Source: an optimization exercise on an open RTL-to-GDS flow (aim: small area and a short achievable clock period). Production flows keep margins and buffers that such runs may drop.
The RTL was checked by simulation tests, not by an equivalence proof against the original design.
Power and IR drop assume default switching activity.

## flow/design.v (module list and top-level ports; edited modules follow where they fit)
// module clock_divider: 28 lines
// module bd_core: 691 lines
// module bd_fa: 4 lines
// module bd_pp3: 3 lines
// module bd_inv: 3 lines
// module bd_and2: 3 lines
// module bd_or2: 3 lines
// module bd_nand2: 3 lines
// module bd_nor2: 3 lines
// module bd_xor2: 3 lines
// module bd_xnor2: 3 lines
// module bd_ornb: 3 lines
// module bd_a21oi: 3 lines
// module bd_o21ai: 3 lines
// module bd_gp3l: 6 lines
// module bd_gp4: 8 lines
// module bd_gp4l: 6 lines
// module buzzer: 13 lines
module buzzer(
        input baseClk,
        input [$clog2(1000000) - 1:0] freq,
        input rst,
        output buzz_clk
);
  // ...
==> flow/flow/run.sh <==
#!/bin/bash
# The standard layout (standard.sh), with plain port buffers in place of the
# default delay buffer; every port still gets its buffer.
set -euo pipefail
export BUFFER_PORTS_ARGS="-buffer_cell sky130_fd_sc_hd__buf_1"
bash standard.sh > standard.log 2>&1
==> flow/standard.sh <==
#!/bin/bash
# synth_recipe.tcl (not shown) runs the flow's synth.tcl, then flattens the netlist and writes it again
# the make line also repeats each setting of config.mk as NAME=value (left out here)
make -C /OpenROAD-flow-scripts/flow DESIGN_CONFIG=/design/flow/config.mk WORK_HOME=/design/flow/orfs CLKGATE_MAP_FILE= SYNTH_SCRIPT=/design/flow/synth_recipe.tcl "${@:-finish}"
==> flow/config.mk <==
export PLATFORM = sky130hd
export DESIGN_NAME = buzzer
export DESIGN_NICKNAME = buzzer
export VERILOG_FILES = /design/flow/design.v
export SDC_FILE = /design/flow/constraint.sdc
export NUM_CORES = 4
export LEC_CHECK = 0
export CAP_MARGIN = 20
export CELL_PAD_IN_SITES_DETAIL_PLACEMENT = 1
export CELL_PAD_IN_SITES_GLOBAL_PLACEMENT = 1
export CORE_MARGIN = 2
export CORE_UTILIZATION = 30
export GPL_TIMING_DRIVEN = 0
export PLACE_DENSITY = 0.6
export SLEW_MARGIN = 20
export SYNTH_HIERARCHICAL = 1
export SYNTH_MINIMUM_KEEP_SIZE = 0
==> flow/constraint.sdc <==
create_clock -name core_clock -period 120.0 [get_ports {baseClk}]
set_input_delay 24.0000 -clock core_clock [delete_from_list [all_inputs] [get_ports {baseClk}]]
set_output_delay 24.0000 -clock core_clock [all_outputs]
set_load 0.01 [all_outputs]
==> parameters.txt, run 1 <==
Parameter                              Value

Placement
  RD Place Congestion ... roughly 0.83

Layout
  Register name with the most flops ... freq_generator.m
  Multi-input gate area ... 7350 sq um
  Buffers outside the clock class ... 26
  Fill cell total of the finished layout ... ~3.1k

Logic synthesis
  Share of synthesized registers carrying an async set or reset ... 0
  Number of warnings reported in the yosys synthesis log ... 7
  Number of standard cells after synthesis ... 871
  Post-synth EDFFs ... 0

Status
  Outcome ... no timing/DRC/antenna violations

Detailed routing
  Number of violations reported at the end of detailed-routing iteration 0 ... between 1.5k and 2k
  Iteration count of the initial detailed-routing pass ... 17

Global routing
  Met3 layer usage reported by global route ... 0.0362
  First-pass GRT wire length ... 45700 um

Timing
  Final period util ... 0.246
  Actual transition at the worst max-transition pin ... 1.15 ns
  Total count of hold-check failures in the final report ... 0
  Setup TNS ... 0 ns

Power
  Power drawn by the combinational cells ... 0.0475 mW
  Worst VDD drop ... 0.00366 mV
  Final Power ... 0.0656 mW

Critical path
  Destination of the critical timing path ... freq_generator.m[0]$_DFF_P_
  Crit path max fanout ... 26
  Worst setup path startpoint ... freq[1]

Clocking
  CTS HTree Levels ... 1
  CTS buffer count ... 3
==> module clock_divider, before the edit <==
module clock_divider (
        input clk,
        input [19:0] speed,
        input rst,
        output logic outClk
);
        logic [25:0] m;      
        wire  buzz_n;
        wire  [25:1] ic;     
        wire  [25:1] ninc;   
        wire  [25:0] mnext;
        wire  [2:0]  wrap;   
        bd_core u_core (.m(m), .f(speed), .rst(rst), .buzz_n(buzz_n), .wrap(wrap));
        bd_ornb u_n0 (.a(wrap[0]), .b(m[0]), .y(mnext[0]));
        assign ic[1] = m[0];
        genvar gi;
        for (gi = 1; gi < 25; gi = gi + 1) begin : g_inc
                bd_and2 u_c (.a(ic[gi]), .b(m[gi]), .y(ic[gi + 1]));
        end
        for (gi = 1; gi < 26; gi = gi + 1) begin : g_next
                bd_xnor2 u_s (.a(m[gi]), .b(ic[gi]), .y(ninc[gi]));
                bd_nor2 u_n (.a(wrap[gi / 9]), .b(ninc[gi]), .y(mnext[gi]));
        end
        always @(posedge clk) begin
                m <= mnext;
                outClk <= ~(rst | buzz_n);
        end
endmodule
==> inputs of run 2 (changes only) <==
--- a/flow/design.v
+++ b/flow/design.v
@@ -5,17 +5,21 @@
         output logic outClk
 );
         logic [25:0] m;      
         wire  buzz_n;
         wire  [25:1] ic;     
         wire  [25:1] ninc;   
         wire  [25:0] mnext;
         wire  [2:0]  wrap;   
-        bd_core u_core (.m(m), .f(speed), .rst(rst), .buzz_n(buzz_n), .wrap(wrap));
+        wire  wrap_a, wrap_b;
+        bd_core u_core (.m(m), .f(speed), .rst(rst), .buzz_n(buzz_n), .wrap_a(wrap_a), .wrap_b(wrap_b));
+        bd_nand2 u_wrap0 (.a(wrap_a), .b(wrap_b), .y(wrap[0]));
+        bd_nand2 u_wrap1 (.a(wrap_a), .b(wrap_b), .y(wrap[1]));
+        bd_nand2 u_wrap2 (.a(wrap_a), .b(wrap_b), .y(wrap[2]));
         bd_ornb u_n0 (.a(wrap[0]), .b(m[0]), .y(mnext[0]));
         assign ic[1] = m[0];
         genvar gi;
         for (gi = 1; gi < 25; gi = gi + 1) begin : g_inc
                 bd_and2 u_c (.a(ic[gi]), .b(m[gi]), .y(ic[gi + 1]));
         end
         for (gi = 1; gi < 26; gi = gi + 1) begin : g_next
                 bd_xnor2 u_s (.a(m[gi]), .b(ic[gi]), .y(ninc[gi]));
@@ -26,31 +30,32 @@
                 outClk <= ~(rst | buzz_n);
         end
 endmodule
 module bd_core (
         input  [25:0] m,
         input  [19:0] f,
         input  rst,
         output buzz_n,
-        output [2:0] wrap
+        output wrap_a,
+        output wrap_b
 );
         wire  [25:0] mhi;    
         wire  [27:0] t;      
         wire  [27:0] thi;    
         assign mhi[25] = m[25];
         assign thi[27] = t[27];
         genvar gi;
         for (gi = 0; gi < 25; gi = gi + 1) begin : g_mhi
                 assign mhi[gi] = mhi[gi + 1] | m[gi];
         end
         for (gi = 0; gi < 27; gi = gi + 1) begin : g_thi
                 assign thi[gi] = thi[gi + 1] | t[gi];
         end
-        wire y1, y2, s3, c4, s5, c6, s7, c8, s9, c10, s11, c12, s13, c14, s15, c16, s17, c18, s19, c20, s21, c22, s23, c24, s25, c26, s27, c28, s29, c30, s31, c32, s33, c34, s35, c36, s37, c38, s39, c40, s41, c42, s43, c44, s45, c46, s47, c48, s49, c50, y51, y52, y53, y54, y55, y56, y57, y58, y59, y60, y61, y62, y63, y64, y65, y66, y67, y68, y69, y70, y71, y72, y73, y74, y75, pn76, pn77, pn78, pn79, pn80, pn81, pn82, pn83, pn84, pn85, pn86, pn87, pn88, pn89, pn90, pn91, pn92, pn93, pn94, pn95, pn96, pn97, pn98, pn99, pn100, pn101, o102, y103, y104, y105, pn106, pn107, pn108, pn109, pn110, pn111, pn112, pn113, pn114, pn115, pn116, pn117, pn118, pn119, pn120, pn121, pn122, pn123, pn124, pn125, pn126, pn127, pn128, pn129, o130, y131, y132, y133, pn134, pn135, pn136, pn137, pn138, pn139, pn140, pn141, pn142, pn143, pn144, pn145, pn146, pn147, pn148, pn149, pn150, pn151, pn152, pn153, pn154, pn155, o156, y157, y158, y159, pn160, pn161, pn162, pn163, pn164, pn165, pn166, pn167, pn168, pn169, pn170, pn171, pn172, pn173, pn174, pn175, pn176, pn177, pn178, pn179, o180, y181, y182, y183, pn184, pn185, pn186, pn187, pn188, pn189, pn190, pn191, pn192, pn193, pn194, pn195, pn196, pn197, pn198, pn199, pn200, pn201, o202, y203, y204, y205, pn206, pn207, pn208, pn209, pn210, pn211, pn212, pn213, pn214, pn215, pn216, pn217, pn218, pn219, pn220, pn221, o222, y223, y224, y225, pn226, pn227, pn228, pn229, pn230, pn231, pn232, pn233, pn234, pn235, pn236, pn237, pn238, pn239, o240, y241, y242, y243, pn244, pn245, pn246, pn247, pn248, pn249, pn250, pn251, pn252, pn253, pn254, pn255, o256, y257, y258, y259, pn260, pn261, pn262, pn263, pn264, pn265, pn266, pn267, pn268, pn269, o270, y271, y272, y273, pn274, pn275, pn276, pn277, pn278, pn279, pn280, pn281, o282, y283, y284, y285, y286, y287, y288, y289, y290, y291, s292, c293, y294, y295, s296, c297, y298, y299, s300, c301, s302, c303, y304, y305, y306, y307, s308, c309, s310, c311, y312, y313, y314, y315, s316, c317, s318, c319, s320, c321, y322, y323, s324, c325, s326, c327, s328, c329, y330, y331, y332, y333, s334, c335, s336, c337, s338, c339, s340, c341, s342, c343, s344, c345, s346, c347, s348, c349, s350, c351, s352, c353, s354, c355, s356, c357, s358, c359, s360, c361, s362, c363, s364, c365, s366, c367, s368, c369, s370, c371, y372, y373, s374, c375, s376, c377, s378, c379, s380, c381, s382, c383, s384, c385, y386, y387, s388, c389, s390, c391, s392, c393, s394, c395, s396, c397, s398, c399, s400, c401, s402, c403, s404, c405, s406, c407, s408, c409, s410, c411, s412, c413, y414, y415, s416, c417, s418, c419, s420, c421, s422, c423, s424, c425, s426, c427, s428, c429, s430, c431, s432, c433, s434, c435, s436, c437, s438, c439, s440, c441, s442, c443, s444, c445, s446, c447, s448, c449, s450, c451, s452, c453, s454, c455, s456, c457, s458, c459, s460, c461, s462, c463, s464, c465, s466, c467, s468, c469, s470, c471, s472, c473, s474, c475, s476, c477, s478, c479, s480, c481, s482, c483, s484, c485, s486, c487, s488, c489, s490, c491, s492, c493, s494, c495, s496, c497, s498, c499, s500, c501, s502, c503, s504, c505, s506, c507, s508, c509, y510, y511, s512, c513, s514, c515, s516, c517, s518, c519, s520, c521, s522, c523, s524, c525, y526, y527, s528, c529, s530, c531, s532, c533, s534, c535, s536, c537, s538, c539, s540, c541, s542, c543, y544, y545, y546, y547, y548, y549, y550, y551, y552, y553, y554, y555, y556, y557, y558, y559, y560, y561, y562, y563, y564, y565, y566, y567, y568, y569, y570, y571, y572, y573, y574, y575, y576, y577, y578, y579, y580, y581, y582, y583, y584, y585, y586, y587, y588, y589, y590, y591, y592, y593, y594, y595, y596, y597, y598, y599, y600, y601, y602, y603, y604, y605, y606, y607, y608, y609, y610, y611, y612, y613, y614, y615, y616, y617, y618, y619, y620, y621, y622, y623, y624, y625, y626, y627, y628, y629, y630, y631, y632, y633, y634, y635, y636, y637, y638, y639, y640, y641, y642, y643, y644, y645, y646, y647, y648, y649, y650, y651, y652, y653, y654, y655, y656, y657, y658, y659, y660, y661, y662, y663, y664, y665, y666, y667, y668, y669, g670, q671, g672, q673, g674, q675, g676, y677, y678, y679, s680, c681, s682, c683, s684, c685, s686, c687, s688, c689, s690, c691, s692, c693, s694, c695, s696, c697, s698, c699, s700, c701, s702, c703, s704, c705, s706, c707, s708, c709, s710, c711, s712, c713, s714, c715, y716, y717, y718, y719, y720, y721, y722, y723, y724, y725, y726, y727, y728, y729, y730, y731, y732, y733, y734, y735, y736, y737, y738, y739, y740, y741, y742, y743, y744, y745, y746, y747, y748, y749, y750, y751, y752, y753, y754, y755, y756, y757, y758, y759, y760, y761, y762, y763, y764, y765, y766, y767, y768, y769, y770, y771, y772, y773, y774, y775, y776, g777, q778, g779, q780, g781, q782, g783, q784, g785, q786, g787, q788, g789, q790, g791, y792, ove793, y794, y795, y796, y797, y798, y799, y800, y801, y802, y803, y804, y805, y806, y807, y808, y809, y810, y811, y812, y813, y814, y815, y816, y817, y818, y819, y820, y821, y822, y823, y824, y825, y826, y827, y828, y829, y830, y831;
+        wire y1, y2, s3, c4, s5, c6, s7, c8, s9, c10, s11, c12, s13, c14, s15, c16, s17, c18, s19, c20, s21, c22, s23, c24, s25, c26, s27, c28, s29, c30, s31, c32, s33, c34, s35, c36, s37, c38, s39, c40, s41, c42, s43, c44, s45, c46, s47, c48, s49, c50, y51, y52, y53, y54, y55, y56, y57, y58, y59, y60, y61, y62, y63, y64, y65, y66, y67, y68, y69, y70, y71, y72, y73, y74, y75, pn76, pn77, pn78, pn79, pn80, pn81, pn82, pn83, pn84, pn85, pn86, pn87, pn88, pn89, pn90, pn91, pn92, pn93, pn94, pn95, pn96, pn97, pn98, pn99, pn100, pn101, o102, y103, y104, y105, pn106, pn107, pn108, pn109, pn110, pn111, pn112, pn113, pn114, pn115, pn116, pn117, pn118, pn119, pn120, pn121, pn122, pn123, pn124, pn125, pn126, pn127, pn128, pn129, o130, y131, y132, y133, pn134, pn135, pn136, pn137, pn138, pn139, pn140, pn141, pn142, pn143, pn144, pn145, pn146, pn147, pn148, pn149, pn150, pn151, pn152, pn153, pn154, pn155, o156, y157, y158, y159, pn160, pn161, pn162, pn163, pn164, pn165, pn166, pn167, pn168, pn169, pn170, pn171, pn172, pn173, pn174, pn175, pn176, pn177, pn178, pn179, o180, y181, y182, y183, pn184, pn185, pn186, pn187, pn188, pn189, pn190, pn191, pn192, pn193, pn194, pn195, pn196, pn197, pn198, pn199, pn200, pn201, o202, y203, y204, y205, pn206, pn207, pn208, pn209, pn210, pn211, pn212, pn213, pn214, pn215, pn216, pn217, pn218, pn219, pn220, pn221, o222, y223, y224, y225, pn226, pn227, pn228, pn229, pn230, pn231, pn232, pn233, pn234, pn235, pn236, pn237, pn238, pn239, o240, y241, y242, y243, pn244, pn245, pn246, pn247, pn248, pn249, pn250, pn251, pn252, pn253, pn254, pn255, o256, y257, y258, y259, pn260, pn261, pn262, pn263, pn264, pn265, pn266, pn267, pn268, pn269, o270, y271, y272, y273, pn274, pn275, pn276, pn277, pn278, pn279, pn280, pn281, o282, y283, y284, y285, y286, y287, y288, y289, y290, y291, s292, c293, y294, y295, s296, c297, y298, y299, s300, c301, s302, c303, y304, y305, y306, y307, s308, c309, s310, c311, y312, y313, y314, y315, s316, c317, s318, c319, s320, c321, y322, y323, s324, c325, s326, c327, s328, c329, y330, y331, y332, y333, s334, c335, s336, c337, s338, c339, s340, c341, s342, c343, s344, c345, s346, c347, s348, c349, s350, c351, s352, c353, s354, c355, s356, c357, s358, c359, s360, c361, s362, c363, s364, c365, s366, c367, s368, c369, s370, c371, y372, y373, s374, c375, s376, c377, s378, c379, s380, c381, s382, c383, s384, c385, y386, y387, s388, c389, s390, c391, s392, c393, s394, c395, s396, c397, s398, c399, s400, c401, s402, c403, s404, c405, s406, c407, s408, c409, s410, c411, s412, c413, y414, y415, s416, c417, s418, c419, s420, c421, s422, c423, s424, c425, s426, c427, s428, c429, s430, c431, s432, c433, s434, c435, s436, c437, s438, c439, s440, c441, s442, c443, s444, c445, s446, c447, s448, c449, s450, c451, s452, c453, s454, c455, s456, c457, s458, c459, s460, c461, s462, c463, s464, c465, s466, c467, s468, c469, s470, c471, s472, c473, s474, c475, s476, c477, s478, c479, s480, c481, s482, c483, s484, c485, s486, c487, s488, c489, s490, c491, s492, c493, s494, c495, s496, c497, s498, c499, s500, c501, s502, c503, s504, c505, s506, c507, s508, c509, y510, y511, s512, c513, s514, c515, s516, c517, s518, c519, s520, c521, s522, c523, s524, c525, y526, y527, s528, c529, s530, c531, s532, c533, s534, c535, s536, c537, s538, c539, s540, c541, s542, c543, y544, y545, y546, y547, y548, y549, y550, y551, y552, y553, y554, y555, y556, y557, y558, y559, y560, y561, y562, y563, y564, y565, y566, y567, y568, y569, y570, y571, y572, y573, y574, y575, y576, y577, y578, y579, y580, y581, y582, y583, y584, y585, y586, y587, y588, y589, y590, y591, y592, y593, y594, y595, y596, y597, y598, y599, y600, y601, y602, y603, y604, y605, y606, y607, y608, y609, y610, y611, y612, y613, y614, y615, y616, y617, y618, y619, y620, y621, y622, y623, y624, y625, y626, y627, y628, y629, y630, y631, y632, y633, y634, y635, y636, y637, y638, y639, y640, y641, y642, y643, y644, y645, y646, y647, y648, y649, y650, y651, y652, y653, y654, y655, y656, y657, y658, y659, y660, y661, y662, y663, y664, y665, y666, y667, y668, y669, g670, q671, g672, q673, g674, q675, g676, y677, y678, y679, s680, c681, s682, c683, s684, c685, s686, c687, s688, c689, s690, c691, s692, c693, s694, c695, s696, c697, s698, c699, s700, c701, s702, c703, s704, c705, s706, c707, s708, c709, s710, c711, s712, c713, s714, c715, y716, y717, y718, y719, y720, y721, y722, y723, y724, y725, y726, y727, y728, y729, y730, y731, y732, y733, y734, y735, y736, y737, y738, y739, y740, y741, y742, y743, y744, y745, y746, y747, y748, y749, y750, y751, y752, y753, y754, y755, y756, y757, y758, y759, y760, y761, y762, y763, y764, y765, y766, y767, y768, y769, y770, y771, y772, y773, y774, y775, y776, g777, q778, g779, q780, g781, q782, g783, q784, g785, q786, g787, q788, g789, q790, g791, y792, ove793, y794, y795, y796, y797, y798, y799, y800, y801, y802, y803, y804, y805, y806, y807, y808, y809, y810, y811, y812, y813, y814, y815, y816, y817, y818, y819, y820, y821, y822, y823, y824, y825, y826, y827, y828;
         bd_xor2 u_y1 (.a(m[1]), .b(m[0]), .y(y1));
         bd_and2 u_y2 (.a(m[1]), .b(m[0]), .y(y2));
         bd_fa u_s3 (.a(m[2]), .b(m[1]), .c(y2), .s(s3), .co(c4));
         bd_fa u_s5 (.a(m[3]), .b(m[2]), .c(c4), .s(s5), .co(c6));
         bd_fa u_s7 (.a(m[4]), .b(m[3]), .c(c6), .s(s7), .co(c8));
         bd_fa u_s9 (.a(m[5]), .b(m[4]), .c(c8), .s(s9), .co(c10));
         bd_fa u_s11 (.a(m[6]), .b(m[5]), .c(c10), .s(s11), .co(c12));
         bd_fa u_s13 (.a(m[7]), .b(m[6]), .c(c12), .s(s13), .co(c14));
@@ -706,21 +711,19 @@
         bd_nand2 u_y821 (.a(y820), .b(c541), .y(y821));
         bd_inv u_y822 (.a(y821), .y(y822));
         bd_nand2 u_y823 (.a(y822), .b(c543), .y(y823));
         bd_inv u_y824 (.a(y823), .y(y824));
         bd_nand2 u_y825 (.a(y824), .b(y545), .y(y825));
         bd_inv u_y826 (.a(y825), .y(y826));
         bd_nand2 u_y827 (.a(y826), .b(y727), .y(y827));
         bd_inv u_y828 (.a(y827), .y(y828));
-        bd_nand2 u_y829 (.a(y792), .b(y828), .y(y829));
-        bd_nand2 u_y830 (.a(y792), .b(y828), .y(y830));
-        bd_nand2 u_y831 (.a(y792), .b(y828), .y(y831));
         assign buzz_n = y810;
-        assign wrap = {y829, y830, y831};
+        assign wrap_a = y792;
+        assign wrap_b = y828;
 endmodule
 module bd_fa (input a, input b, input c, output s, output co);
         assign s = a ^ b ^ c;
         assign co = (a & b) | (c & (a ^ b));
 endmodule
 module bd_pp3 (input s1, input a, input s2, input b, input s3, input c, output y);
         assign y = ~((s1 & a) | (s2 & b) | (s3 & c));
 endmodule
==> parameters.txt, run 2 <==
Parameter                              Value

Critical path
  Setup crit end kind ... flip-flop
  Arrival time worst endpoint ... 29.69 ns
  Crit path max fanout ... 26 (unchanged)
  Maximum single-stage delay on the critical path ... between 0.7 and 0.8 ns
  Slowest library cell on the worst path ... a222oi_1
  Endpoint required time on the critical path ... roughly 120 ns
  WS Path Type ... in -> reg
  Cells along the critical path ... buf_1 > inv_1 > and2_1 > a222oi_1 > xor2_1 > fa_1 > fa_1 > fa_1 > fa_1 > fa_1 > nand2_1 > a21oi_1 > o21ai_1 > a21oi_1 > o21ai_1 > a21oi_2 > nand2_1 > nand2b_1
  Critical Path Start Type ... input port
  Most Frequent Cell on Critical Path ... fa_1

Layout
  Share of post-route cells with drive strength above 1 ... 0.0145
  # diodes ... 0
  Number of flip-flops in the largest register ... 26
  Multi-input gate area ... 7350 sq um (unchanged)
  Layout Area Growth over Synthesis ... 7.41%
  Fill cell total of the finished layout ... 3076 (+0.72%)
  Register name with the most flops ... freq_generator.m
  Reg area ... between 500 and 600 sq um
  Final layout net count ... 1071
  Top Registers ... freq_generator.m: 26 flops, freq_generator.outClk: 1 flops
  Commonest cells after routing, fill and taps aside ... 163 x a222oi_1, 154 x fa_1, 119 x nor2_1
  Most common cell after layout, fill and taps aside ... a222oi_1

Power
  Final Power ... 0.0650 mW (-0.92%)
  Pint ... approximately 0.031 mW
  Clock share of power ... 0.121
  Combinational cell fraction of total power ... 0.722
  Leakage power summed over all cells ... 2.52 nW
  Total power divided by cell area ... between 7 and 8 nW/um^2
  Net switching power ... 0.0339 mW
  Worst VDD drop ... 0.00403 mV (+10%)
  Fraction of power spent switching nets ... 0.522
  Reg power frac ... 0.157

Logic synthesis
  Top cells by instance count after synthesis ... 163 x a222oi_1, 154 x fa_1, 119 x nor2_1
  Leading area contributor after synthesis ... fa_1
  Post-synth cell types ... 33
  Sequential cell area fraction in the yosys report ... 0.0674
  Number of warnings reported in the yosys synthesis log ... 7 (unchanged)
  Biggest area contributors in the synthesized netlist ... fa_1 38%, a222oi_1 20%, dfxtp_1 6.7%, xnor2_1 5.7%, nor2_1 5.6%
  Most frequently used flop master after synthesis ... dfxtp_1
  Share of synthesized registers carrying an async set or reset ... 0 (unchanged)
  Post-synth EDFFs ... 0 (unchanged)
  Number of nets produced by synthesis ... 1044
  Number of standard cells after synthesis ... 868 (-0.34%)
  Synth top area share ... 0.384
  Avg Cell Area, Syn ... 9.24 sq um
  Synthesized cell area ... 8020 sq um
  Count leader, synth ... a222oi_1
  Flops & latches, synth ... 27

Status
  Outcome ... no timing/DRC/antenna violations

Detailed routing
  Drt via density ... between 6 and 7
  Routed length per placed instance ... 22.9 um
  Vias after detailed routing ... between 7k and 8k
  Number of violations reported at the end of detailed-routing iteration 0 ... 1691 (+8.0%)
  Iteration count of the initial detailed-routing pass ... 22 (+5)
  Post-route DRC violation count ... 0
  ANT nets after route ... 0
  Detailed-route wire length ... roughly 28000 um

Placement
  RD Place Congestion ... 0.824 (-0.53%)
  Count of port buffers added during placement ... 22
  Detail Placement HPWL ... 21400 um

Clocking
  Root buffer cell ... clkbuf_16
  Clock latency on the worst-skew pair ... 0.27 ns
  Buffers inserted by post-CTS timing repair ... 0
  CTS clock-pin slew for the worst setup and hold paths ... 0.07 ns
  CTS HTree Levels ... 1 (unchanged)
  Clk sinks ... 27
  CTS buffer count ... 3 (unchanged)
  Clock tree from TritonCTS ... yes
  Maximum buffer depth of the clock tree ... 2
  Number of buffers added to fix hold violations after cts ... 0
  Number of instances resized during post-cts repair ... 0

Global routing
  Maximum number of pins on one net before global-route repair ... 28
  Overflow left after global routing ... 0
  Number of global-route vias before repair ... around 8.0k
  GR Util All Layers ... 0.202
  First-pass GRT wire length ... 45400 um (-0.64%)
  Antenna violations before repair ... 0

Timing
  Setup TNS ... 0 ns (unchanged)
  Worst clock skew on the final layout ... between 0.005 and 0.006 ns
  Setup-violating endpoint count in the final report ... 0
  Total count of hold-check failures in the final report ... 0 (unchanged)
  Slew margin rel. ... 0.235
  Final critical path time including I/O delays and setup ... 29.57 ns
  RSZ-0062 raised after global routing ... no
  Number of max-slew violations in the final report ... 0
  Actual transition at the worst max-transition pin ... 1.15 ns (+0.00217 ns)
  Highest attainable clock frequency ... 33.8 MHz
  Final period util ... 0.246 (+0.000778)

Floorplan
  Core Rows ... 59
  Width of the chip ... 168 um
  Floorplan die area ... around 28000 sq um
  Top-level I/O count ... 23
  Initial Utilization ... 0.307
  Core region area ... approximately 26000 sq um
  Die Ht ... 168 um

Flow run
  Max-capacitance violation count ... 0

Worst hold path
  Class of the tightest hold or removal check ... reg -> reg
[run 2: cell types whose count changed after synthesis]
cell | before | now
buf_4 | 3 | 0
[run 2: critical path, delay by kind of cell]
kind | cells | cell delay (ns)
simple gates | 4 | 1.06
xor+xnor | 1 | 0.27
fa+ha+maj | 5 | 2.41
buf+inv | 2 | 0.22
compound gates | 6 | 1.70
[run 2: Yosys stat by module, one instance, submodules excluded, a selection]
module | flops+latches | cells inside
clock_divider | 27 | 28
bd_core | 0 | 64
bd_gp4 | 0 | 6
bd_fa | 0 | 1
bd_gp4l | 0 | 4
bd_gp3l | 0 | 3
bd_pp3 | 0 | 1
bd_a21oi | 0 | 1
bd_xnor2 | 0 | 1
bd_and2 | 0 | 1
bd_ornb | 0 | 1
bd_o21ai | 0 | 1
bd_nand2 | 0 | 1
bd_nor2 | 0 | 1
[run 2: kinds of logic (layout without fill, tap and decap cells)]
family	count (synthesis)	in the layout	synth area share
AND/OR/NAND/NOR	335	335	0.191
AO/OA/AOI/OAI	237	237	0.255
flip-flops	27	27	0.0674
XOR/XNOR	77	77	0.0841
buffers and inverters	38	64	0.0178
adder cells (fa/ha/maj)	154	154	0.384
[run 2: cell type report]
| type | count | share of cell area |
|---|---|---|
| Clock buffer | 3 | 0.00871 |
| Clock inverter | 1 | 0.000871 |
| Inverter | 38 | 0.0166 |
| Multi-Input combinational cell | 803 | 0.853 |
| Sequential cell | 27 | 0.0627 |
| Tap cell | 335 | 0.0486 |
| Timing Repair Buffer | 22 | 0.00958 |
[run 2: stage by stage]
stage               hold WS [ns]  setup slack [ns]  std cells  instance area [sq um]  utilization
finish                     0.703             90.43       1229                   8620        0.330
global route               0.763             90.02       1229                   8620        0.330
CTS                        0.708             90.32       1229                   8610        0.329
detailed placement         0.698             90.06       1225                   8520        0.326
global placement           0.673             90.10       1225                   8520        0.326
floorplan                  0.606             91.61        868                   8020            -
[run 2: path summary, 6_finish.rpt]
check                                    start                           end  slack [ns]  cells past startpoint
setup / recovery                       freq[1]   freq_generator.m[0]$_DFF_P_       90.43                     18
hold reg to reg   freq_generator.m[24]$_DFF_P_  freq_generator.m[24]$_DFF_P_        0.70                      2
hold / removal    freq_generator.m[24]$_DFF_P_  freq_generator.m[24]$_DFF_P_        0.70                      2
setup reg to reg   freq_generator.m[1]$_DFF_P_   freq_generator.m[0]$_DFF_P_      104.65                     40
[run 2: metal layers]
metal | GRT usage | wire, um | vias up
met4 | 0.0503 | 558 | 0
li1 | - | - | 3408
met1 | 0.277 | 11700 | 3995
met5 | 0 | 0 | -
met2 | 0.336 | 13300 | 410
met3 | 0.0277 | 2500 | 47
[run 2: power groups by stage]
stage / Clock, mW / Sequential [mW] / Combinational (mW)
detailed placement: 0 / 0.0103 / 0.0473
floorplan: 0 / 0.00992 / 0.0355
finish: 0.00787 / 0.0102 / 0.0470
CTS: 0.00822 / 0.0101 / 0.0477
global route: 0.00846 / 0.0103 / 0.0538
global placement: 0 / 0.0104 / 0.0463
==> inputs of run 3 (changes only) <==
--- a/flow/config.mk
+++ b/flow/config.mk
@@ -9,7 +9,7 @@
 export CELL_PAD_IN_SITES_DETAIL_PLACEMENT = 1
 export CELL_PAD_IN_SITES_GLOBAL_PLACEMENT = 1
 export CORE_MARGIN = 2
-export CORE_UTILIZATION = 30
+export CORE_UTILIZATION = 50
 export GPL_TIMING_DRIVEN = 0
 export PLACE_DENSITY = 0.6
 export SLEW_MARGIN = 20
==> parameters.txt, run 3 <==
Parameter                              Value

Status
  Outcome ... no timing/DRC/antenna violations

Detailed routing
  Vias after detailed routing ... 8174 (+4.0%)
  Number of violations reported at the end of detailed-routing iteration 0 ... 1917 (+13%)
  Drt via density ... 7.36 (+15%)
  ANT nets after route ... 0 (unchanged)
  Post-route DRC violation count ... 0 (unchanged)
  Detailed-route wire length ... 28700 um (+2.1%)
  Iteration count of the initial detailed-routing pass ... 15 (-32%)
  Routed length per placed instance ... 25.8 um (+13%)

Logic synthesis
  Flops & latches, synth ... 27 (unchanged)
  Synthesized cell area ... 8020 sq um (unchanged)
  Number of warnings reported in the yosys synthesis log ... 7 (unchanged)
  Leading area contributor after synthesis ... fa_1
  Post-synth cell types ... 33 (unchanged)
  Biggest area contributors in the synthesized netlist ... fa_1 38%, a222oi_1 20%, dfxtp_1 6.7%, xnor2_1 5.7%, nor2_1 5.6%
  Share of synthesized registers carrying an async set or reset ... 0 (unchanged)
  Number of nets produced by synthesis ... 1044 (unchanged)
  Post-synth EDFFs ... 0 (unchanged)
  Avg Cell Area, Syn ... 9.24 sq um (unchanged)
  Top cells by instance count after synthesis ... 163 x a222oi_1, 154 x fa_1, 119 x nor2_1
  Most frequently used flop master after synthesis ... dfxtp_1
  Sequential cell area fraction in the yosys report ... 0.0674 (unchanged)
  Synth top area share ... 0.384 (unchanged)
  Number of standard cells after synthesis ... 868 (unchanged)
  Count leader, synth ... a222oi_1

Global routing
  GR Util All Layers ... 0.343 (+0.141)
  First-pass GRT wire length ... 45300 um (-0.14%)
  Maximum number of pins on one net before global-route repair ... 28 (unchanged)
  Overflow left after global routing ... 0 (unchanged)
  Number of global-route vias before repair ... 8244 (+3.0%)
  Antenna violations before repair ... 0 (unchanged)

Clocking
  Number of buffers added to fix hold violations after cts ... 0 (unchanged)
  Root buffer cell ... clkbuf_16
  Buffers inserted by post-CTS timing repair ... 0 (unchanged)
  Maximum buffer depth of the clock tree ... 2 (unchanged)
  CTS buffer count ... 3 (unchanged)
  CTS clock-pin slew for the worst setup and hold paths ... 0.07 ns (about the same)
  CTS HTree Levels ... 1 (unchanged)
  Clock latency on the worst-skew pair ... 0.26 ns (about the same)
  Clk sinks ... 27 (unchanged)
  Clock tree from TritonCTS ... yes
  Number of instances resized during post-cts repair ... 0 (unchanged)

Power
  Worst VDD drop ... 0.00518 mV (+29%)
  Final Power ... 0.0658 mW (+1.2%)
  Total power divided by cell area ... 7.78 nW/um^2 (+3.1%)
  Leakage power summed over all cells ... 2.52 nW (-0.11%)

Critical path
  Setup crit end kind ... flip-flop
  Start of the worst register-to-register path ... freq_generator.m[1]$_DFF_P_
  Arrival time worst endpoint ... 29.71 ns (+0.02 ns)
  Reg2reg setup slack ... 104.63 ns (-0.02 ns)
  Destination of the critical timing path ... freq_generator.m[0]$_DFF_P_
  WS Path Type ... in -> reg
  Endpoint of the most critical register-to-register path ... freq_generator.m[0]$_DFF_P_
  Critical Path Start Type ... input port
  Worst setup path startpoint ... freq[5]
  Crit path max fanout ... 23 (-12%)
  Endpoint required time on the critical path ... 120.12 ns (about the same)
  R2r worst-path depth ... 40 (unchanged)

Layout
  Util after Layout ... 0.536 (+0.207)
  Non-filler instance count after layout ... 1110 (-9.7%)
  Most common cell after layout, fill and taps aside ... a222oi_1
  Share of post-route cells with drive strength above 1 ... 0.0112 (-0.00336)
  Register name with the most flops ... freq_generator.m
  Commonest cells after routing, fill and taps aside ... 163 x a222oi_1, 154 x fa_1, 119 x nor2_1
  Final layout net count ... 1071 (unchanged)
  Top Registers ... freq_generator.m: 26 flops, freq_generator.outClk: 1 flops
  Number of flip-flops in the largest register ... 26 (unchanged)
  Layout Area Growth over Synthesis ... 5.43%
  # diodes ... 0 (unchanged)

Timing
  Slew margin rel. ... 0.210 (-0.0249)
  Actual transition at the worst max-transition pin ... 1.19 ns (+0.0373 ns)
  Worst clock skew on the final layout ... 0.00365 ns (-0.00141 ns)
  Highest attainable clock frequency ... 33.8 MHz (about the same)
  Final critical path time including I/O delays and setup ... 29.59 ns (+0.0228 ns)
  RSZ-0062 raised after global routing ... no
  Setup-violating endpoint count in the final report ... 0 (unchanged)
  Final period util ... 0.247 (about the same)
  Total count of hold-check failures in the final report ... 0 (unchanged)
  Hold Worst Slack ... 0.688 ns (-0.0150 ns)
  Setup TNS ... 0 ns (unchanged)
  Number of max-slew violations in the final report ... 0 (unchanged)

Floorplan
  Core Rows ... 46 (-22%)
  Core region area ... 15800 sq um (-40%)
  Die Ht ... 131 um (-22%)
  Floorplan die area ... 17100 sq um (-39%)
  Initial Utilization ... 0.509 (+0.202)
  Top-level I/O count ... 23 (unchanged)
  Width of the chip ... 131 um (-22%)

Placement
  RD Place Congestion ... 0.922 (+12%)
  Number of placed cells counting well taps ... 1106 (-9.7%)
  Detail Placement HPWL ... 21600 um (+0.55%)
  Count of port buffers added during placement ... 22 (unchanged)

Worst hold path
  Class of the tightest hold or removal check ... reg -> reg

Flow run
  Max-capacitance violation count ... 0 (unchanged)
-- run 3: final cells by class --
type / count / area, sq um
Clock buffer: 3 / 75.1
Sequential cell: 27 / 541
Timing Repair Buffer: 22 / 82.6
Multi-Input combinational cell: 803 / 7340
Clock inverter: 1 / 7.51
Fill cell: 1880 / 7310
Tap cell: 216 / 270
Inverter: 38 / 143
-- run 3: how the worst min path moves through the flow --
| stage | startpoint | endpoint | slack (ns) | cells past startpoint |
|---|---|---|---|---|
| after detailed placement | freq_generator.m[25]$_DFF_P_ | freq_generator.m[25]$_DFF_P_ | 0.67 | 2 |
| after floorplan | freq_generator.m[0]$_DFF_P_ | freq_generator.m[0]$_DFF_P_ | 0.61 | 1 |
| after global routing | freq_generator.m[25]$_DFF_P_ | freq_generator.m[25]$_DFF_P_ | 0.74 | 2 |
| after CTS | freq_generator.m[25]$_DFF_P_ | freq_generator.m[25]$_DFF_P_ | 0.69 | 2 |
| final | freq_generator.m[24]$_DFF_P_ | freq_generator.m[24]$_DFF_P_ | 0.69 | 2 |
| after global placement | freq_generator.m[25]$_DFF_P_ | freq_generator.m[25]$_DFF_P_ | 0.65 | 2 |
-- run 3: logic make-up (layout without fill, tap and decap cells) --
family | Yosys count | after routing | share of synthesized area
AO/OA/AOI/OAI | 237 | 237 | 0.255
flip-flops | 27 | 27 | 0.0674
AND/OR/NAND/NOR | 335 | 335 | 0.191
adder cells (fa/ha/maj) | 154 | 154 | 0.384
XOR/XNOR | 77 | 77 | 0.0841
buffers and inverters | 38 | 64 | 0.0178
-- run 3: per-layer routing --
layer  up-vias  track usage  share of wire
li1       3415            -              -
met1      4041        0.448           0.37
met2       601        0.585           0.49
met3       117       0.0476          0.098
met4         0        0.124          0.042
met5         -            0              0
-- run 3: critical path, cell delays in order --
cell and delay (ns):
buf_1 0.10, inv_1 0.10, and2_1 0.89, a222oi_1 0.33
fa_1 0.62, fa_1 0.46, fa_1 0.53, fa_1 0.47
fa_1 0.54, nand2_1 0.08, a21oi_1 0.21, o21ai_1 0.11
a21oi_1 0.31, o21ai_1 0.25, a21oi_2 0.25, nand2_1 0.23
nand2b_1 0.21
-- run 3: per-stage QoR --
step	setup slack (ns)	area [sq um]
after floorplan	91.61	8020
after global placement	90.38	8380
after detailed placement	90.19	8380
after CTS	90.45	8460
after global routing	90.08	8460
final	90.41	8460
-- run 3: report_power, final --
part | internal, mW | switching, mW | leakage (nW)
logic | 0.0176 | 0.0302 | 2.27
registers | 0.00908 | 0.00110 | 0.218
clock network | 0.00454 | 0.00329 | 0.0371
total | 0.0312 | 0.0346 | 2.52
-- run 3: modules after synthesis, one instance, submodules excluded, excerpt --
module / cell area (sq um) / cells inside / copies in the design / flip-flops and latches
clock_divider: 544 / 28 / 1 / 27
bd_core: 397 / 64 / 1 / 0
bd_gp4: 26.3 / 6 / 10 / 0
bd_gp4l: 18.8 / 4 / 1 / 0
bd_gp3l: 17.5 / 3 / 1 / 0
bd_pp3: 10.0 / 1 / 160 / 0
bd_a21oi: 8.76 / 1 / 1 / 0
bd_xor2: 8.76 / 1 / 25 / 0
bd_xnor2: 8.76 / 1 / 52 / 0
bd_o21ai: 5.00 / 1 / 12 / 0
bd_nor2: 3.75 / 1 / 103 / 0
bd_nand2: 3.75 / 1 / 81 / 0

what the ideal ports hide:
How much do the figures lean on ideal ports? The routed layouts below were timed once more, with nothing changed but the port constraints. Step 1, drivers: a clkbuf_16 drives baseClk and a buf_2 each remaining input, both assumed. Step 2 times the ports against the registers' clock, not the clock port: input delays grow and output delays shrink by t, the midpoint of the rising clock arrivals with the driver on. Three values: no drivers, after step 1, after step 2; two values: the first two.
| run | shift t [ns] | slack for setup (ns) | worst setup path after step 2 | pins driven straight from the clock port |
|---|---|---|---|---|
| run 1 | 0.294 | 90.528 / 90.539 / 90.245 | input to register | 1 |
| run 2 | 0.300 | 90.435 / 90.448 / 90.148 | input to register | 1 |
| run 3 | 0.295 | 90.412 / 90.421 / 90.126 | input to register | 1 |
After both steps every run listed still meets setup and hold. For run 2, which loses most, drivers alone change the setup slack by +0.013 ns; drivers and shift together by -0.287 ns.
